From an optimization exercise on the open Yosys and OpenROAD flow, aimed at a short achievable clock period; shortcuts taken in it are not production practice.
Only simulation tests tie the RTL to the original design; equivalence was not proved.
The clock input has no modelled driver; a real chip could not lean on it and would need a root buffer or a full tree.

zinc:
// systolic_array
module systolic_array
#(
    parameter DATA_BIT = 8
)
(
    input [DATA_BIT-1:0] input_west0,
    input [DATA_BIT-1:0] input_west4,
    input [DATA_BIT-1:0] input_west8,
    input [DATA_BIT-1:0] input_west12,
    input [DATA_BIT-1:0] input_north0,
    input [DATA_BIT-1:0] input_north1,
    input [DATA_BIT-1:0] input_north2,
    input [DATA_BIT-1:0] input_north3,
    input clk,
    input rst,
    output reg done,
    output [2*DATA_BIT-1:0] result0, result1, result2, result3,
                            result4, result5, result6, result7,
                            result8, result9, result10, result11,
                            result12, result13, result14, result15
);
Size in the first run: ~1700 flip-flops, ~320 I/O pins.
==> flow/config.mk <==
export PLATFORM = sky130hd
export DESIGN_NAME = systolic_array
export DESIGN_NICKNAME = systolic_array
export VERILOG_FILES = /design/flow/design.v
export SDC_FILE = /design/flow/constraint.sdc
export NUM_CORES = 4
export LEC_CHECK = 0
export ABC_AREA = 1
export CAP_MARGIN = 20
export CORE_MARGIN = 2
export CORE_UTILIZATION = 65
export PLACE_DENSITY = 0.75
export SETUP_SLACK_MARGIN = 2.95
export SLEW_MARGIN = 20
==> flow/constraint.sdc <==
create_clock -name core_clock -period 5.0 [get_ports {clk}]
set_input_delay 1.0000 -clock core_clock [delete_from_list [all_inputs] [get_ports {clk}]]
set_output_delay 1.0000 -clock core_clock [all_outputs]
set_load 0.01 [all_outputs]
standard.sh (not shown) runs the stock make flow with config.mk's settings and CLKGATE_MAP_FILE= SYNTH_SCRIPT=/design/flow/synth_recipe.tcl, a recipe that flattens the netlist after the stock synthesis.
==> flow/flow/run.sh <==
#!/bin/bash
# The standard ORFS flow (the standard.sh), except that the clock tree is a
# two-level tree built by flow/manual_cts.tcl (sourced as the PRE_CTS_TCL hook).
set -euo pipefail
here=$(pwd)
bash standard.sh synth > synth.log 2>&1
bash standard.sh floorplan > floorplan.log 2>&1
bash standard.sh place > place.log 2>&1
PRE_CTS_TCL=$here/flow/manual_cts.tcl bash standard.sh cts > cts.log 2>&1
grep -q "manual_cts: clock tree built" orfs/logs/sky130hd/systolic_array/base/4_1_cts.log
bash standard.sh finish > finish.log 2>&1
==> flow/flow/manual_cts.tcl <==
# Manual two-level clock tree: the clock port drives NROOT root buffers, each
# root drives the leaf buffers of one region, and each leaf buffer drives a
# cluster of about LEAF_SIZE neighbouring flip-flops.
set leaf_size [expr {[info exists ::env(MCTS_LEAF_SIZE)] ? $::env(MCTS_LEAF_SIZE) : 28}]
set nroot [expr {[info exists ::env(MCTS_NROOT)] ? $::env(MCTS_NROOT) : 4}]
set bufcell [expr {[info exists ::env(MCTS_BUF)] ? $::env(MCTS_BUF) : "sky130_fd_sc_hd__clkbuf_16"}]
set rootcell [expr {[info exists ::env(MCTS_ROOTBUF)] ? $::env(MCTS_ROOTBUF) : "sky130_fd_sc_hd__clkbuf_16"}]

# Port buffers that an earlier step left as delay cells become plain buffers.
if {![info exists ::env(MCTS_FIX_IOBUF)] || $::env(MCTS_FIX_IOBUF)} {
  set nfix 0
  foreach bt [[ord::get_db_block] getBTerms] {
    set n [$bt getNet]
    if {$n eq "NULL"} continue
    foreach it [$n getITerms] {
      set inst [$it getInst]
      set mname [[$inst getMaster] getName]
      if {[string match *clkdlybuf* $mname] || [string match *dlygate* $mname] || [string match *dlymetal* $mname]} {
        replace_cell [$inst getName] sky130_fd_sc_hd__buf_6
        incr nfix
      }
    }
  }
  puts "manual_cts: $nfix port buffers made plain buffers"
}

# Output buffers: move each port's buffer next to the cell that drives it, so the
# buffer (not the flip-flop) drives the long wire to the pin.
if {![info exists ::env(MCTS_MOVE_OUTBUF)] || $::env(MCTS_MOVE_OUTBUF)} {
  set nmoved 0
  set blk [ord::get_db_block]
  foreach bt [$blk getBTerms] {
    if {[$bt getIoType] ne "OUTPUT"} continue
    set onet [$bt getNet]
    if {$onet eq "NULL"} continue
    set drv [$onet getFirstOutput]
    if {$drv eq "NULL"} continue
    set buf [$drv getInst]
    if {![string match *buf* [[$buf getMaster] getName]]} continue
    set ain [$buf findITerm A]
    if {$ain eq "NULL"} continue
    set inet [$ain getNet]
    if {$inet eq "NULL"} continue
    set src [$inet getFirstOutput]
    if {$src eq "NULL"} continue
    lassign [[$src getInst] getLocation] sx sy
    $buf setLocation $sx $sy
    incr nmoved
  }
  puts "manual_cts: moved $nmoved output buffers next to their drivers"
}

set block [ord::get_db_block]
set dbu [$block getDbUnitsPerMicron]
set clk_port_name [get_full_name [lindex [get_property [lindex [all_clocks] 0] sources] 0]]
set clknet [$block findNet $clk_port_name]

# sinks: every instance pin on the clock net, with its location in um
set sinks {}
foreach it [$clknet getITerms] {
  set inst [$it getInst]
  set bb [$inst getBBox]
  set x [expr {([$bb xMin] + [$bb xMax]) / 2.0 / $dbu}]
  set y [expr {([$bb yMin] + [$bb yMax]) / 2.0 / $dbu}]
  lappend sinks [list [$inst getName]/[[$it getMTerm] getName] $x $y]
}
set n [llength $sinks]
puts "manual_cts: $n sinks on $clk_port_name"

# split a list of {name x y} into groups of near-equal size on a grid
proc grid_split {items ngroups} {
  set xs [lsort -real [lmap i $items {lindex $i 1}]]
  set ys [lsort -real [lmap i $items {lindex $i 2}]]
  set w [expr {max(1.0, [lindex $xs end] - [lindex $xs 0])}]
  set h [expr {max(1.0, [lindex $ys end] - [lindex $ys 0])}]
  set nx [expr {max(1, int(round(sqrt($ngroups * $w / $h))))}]
  if {$nx > $ngroups} { set nx $ngroups }
  set byx [lsort -real -index 1 $items]
  set m [llength $byx]
  set groups {}
  set start 0
  for {set i 0} {$i < $nx} {incr i} {
    # column i gets ny groups and a matching share of the items
    set g0 [expr {$i * $ngroups / $nx}]
    set g1 [expr {($i + 1) * $ngroups / $nx}]
    set ny [expr {$g1 - $g0}]
    set end [expr {$g1 * $m / $ngroups}]
    set col [lsort -real -index 2 [lrange $byx $start [expr {$end - 1}]]]
    set start $end
    set mc [llength $col]
    for {set j 0} {$j < $ny} {incr j} {
      set c [expr {$j * $mc / $ny}]
      set d [expr {($j + 1) * $mc / $ny - 1}]
      if {$d >= $c} { lappend groups [lrange $col $c $d] }
    }
  }
  return $groups
}

proc centroid {g} {
  set sx 0; set sy 0
  foreach i $g { set sx [expr {$sx + [lindex $i 1]}]; set sy [expr {$sy + [lindex $i 2]}] }
  return [list [expr {$sx / [llength $g]}] [expr {$sy / [llength $g]}]]
}

set nleaf [expr {int(ceil(double($n) / $leaf_size))}]
set leaves {}
set k 0
foreach g [grid_split $sinks $nleaf] {
  lassign [centroid $g] cx cy
  set pins [lmap i $g {get_pins [lindex $i 0]}]
  set name clkleaf_$k
  insert_buffer -buffer_cell $bufcell -net $clk_port_name -load_pins $pins -location [list $cx $cy] -buffer_name $name -net_name clknet_leaf_$k
  set drv [[[$block findITerm [lindex $g 0 0]] getNet] getFirstOutput]
  lappend leaves [list [[$drv getInst] getName]/A $cx $cy]
  incr k
}
puts "manual_cts: $k leaf buffers"
set k 0
foreach g [grid_split $leaves $nroot] {
  lassign [centroid $g] cx cy
  set pins [lmap i $g {get_pins [lindex $i 0]}]
  insert_buffer -buffer_cell $rootcell -net $clk_port_name -load_pins $pins -location [list $cx $cy] -buffer_name clkroot_$k -net_name clknet_root_$k
  incr k
}
puts "manual_cts: $k root buffers"
foreach net [$block getNets] {
  if {[string match clknet_* [$net getName]] || [$net getName] eq $clk_port_name} { $net setSigType CLOCK }
}
set_propagated_clock [all_clocks]

# The tree is complete: TritonCTS, which cts.tcl calls next, has nothing left to do.
rename clock_tree_synthesis triton_clock_tree_synthesis
proc clock_tree_synthesis {args} { puts "manual_cts: clock tree built by manual_cts.tcl" }
Changes in ember relative to zinc:
--- a/flow/flow/manual_cts.tcl
+++ b/flow/flow/manual_cts.tcl
@@ -6,22 +6,4 @@
 set bufcell [expr {[info exists ::env(MCTS_BUF)] ? $::env(MCTS_BUF) : "sky130_fd_sc_hd__clkbuf_16"}]
 set rootcell [expr {[info exists ::env(MCTS_ROOTBUF)] ? $::env(MCTS_ROOTBUF) : "sky130_fd_sc_hd__clkbuf_16"}]
-
-# Port buffers that an earlier step left as delay cells become plain buffers.
-if {![info exists ::env(MCTS_FIX_IOBUF)] || $::env(MCTS_FIX_IOBUF)} {
-  set nfix 0
-  foreach bt [[ord::get_db_block] getBTerms] {
-    set n [$bt getNet]
-    if {$n eq "NULL"} continue
-    foreach it [$n getITerms] {
-      set inst [$it getInst]
-      set mname [[$inst getMaster] getName]
-      if {[string match *clkdlybuf* $mname] || [string match *dlygate* $mname] || [string match *dlymetal* $mname]} {
-        replace_cell [$inst getName] sky130_fd_sc_hd__buf_6
-        incr nfix
-      }
-    }
-  }
-  puts "manual_cts: $nfix port buffers made plain buffers"
-}
 
 # Output buffers: move each port's buffer next to the cell that drives it, so the
@@ -76,17 +58,14 @@
   set nx [expr {max(1, int(round(sqrt($ngroups * $w / $h))))}]
   if {$nx > $ngroups} { set nx $ngroups }
+  set ny [expr {int(ceil(double($ngroups) / $nx))}]
   set byx [lsort -real -index 1 $items]
   set m [llength $byx]
   set groups {}
-  set start 0
   for {set i 0} {$i < $nx} {incr i} {
-    # column i gets ny groups and a matching share of the items
-    set g0 [expr {$i * $ngroups / $nx}]
-    set g1 [expr {($i + 1) * $ngroups / $nx}]
-    set ny [expr {$g1 - $g0}]
-    set end [expr {$g1 * $m / $ngroups}]
-    set col [lsort -real -index 2 [lrange $byx $start [expr {$end - 1}]]]
-    set start $end
+    set a [expr {$i * $m / $nx}]
+    set b [expr {($i + 1) * $m / $nx - 1}]
+    set col [lsort -real -index 2 [lrange $byx $a $b]]
     set mc [llength $col]
+    # snake order so neighbouring groups stay close
     for {set j 0} {$j < $ny} {incr j} {
       set c [expr {$j * $mc / $ny}]
--- a/flow/config.mk
+++ b/flow/config.mk
@@ -11,4 +11,4 @@
 export CORE_UTILIZATION = 65
 export PLACE_DENSITY = 0.75
-export SETUP_SLACK_MARGIN = 2.95
+export SETUP_SLACK_MARGIN = 3.2
 export SLEW_MARGIN = 20
[summary]
ember: PASS, flow complete, no timing, DRC or antenna violations. Delta (ember minus zinc): minimum clock period after layout grew by 60 ps, number of global-route vias before repair grew by 4.1%, number of maximum-capacitance constraint violations held steady. Final worst slack in ember vs zinc: down 60 ps. STATUS design area: ember loses against zinc. When ember is measured against zinc, its global-route met3 utilization turns out 1.2 points higher. Count of antenna diodes in the layout was lower in the run labelled zinc. Going from zinc to ember, the first-pass detailed-route iteration total was found to have gone down by 3. Any difference in latest clock arrival within the worst-skew pair between zinc and ember is small enough to ignore. Relative to zinc, the maximum number of pins on one net before global-route repair measured on ember has decreased by a little under 10%.
No run of this note takes its clock network from TritonCTS; it comes from the design's own scripts or RTL.

==> port drivers added, routing unchanged <==
No port has a modelled driver above. Below, the same layouts with a new extraction and two added sets of constraints. Step 1: set_driving_cell puts a clkbuf_16 on clk and a buf_2 on each other input, an assumption about the parent block. Step 2 times the ports against the registers' clock, not the clock port: input delays grow and output delays shrink by t, the midpoint of the rising clock arrivals with the driver on. Slacks: no drivers / after step 1 / after step 2; pairs: no drivers / after step 1.
| run | shift t [ns] | setup slack, ns | hold WS [ns] |
|---|---|---|---|
| zinc | 0.694 | 2.897 / 2.724 / 2.432 | 0.417 / 0.407 / 0.417 |
| ember | 0.706 | 2.837 / 2.664 / 2.451 | 0.419 / 0.419 / 0.419 |
After both steps setup and hold are still met in every run listed. The setup slack of zinc, which loses most, moves by -0.173 ns with the drivers and by -0.465 ns with both steps.
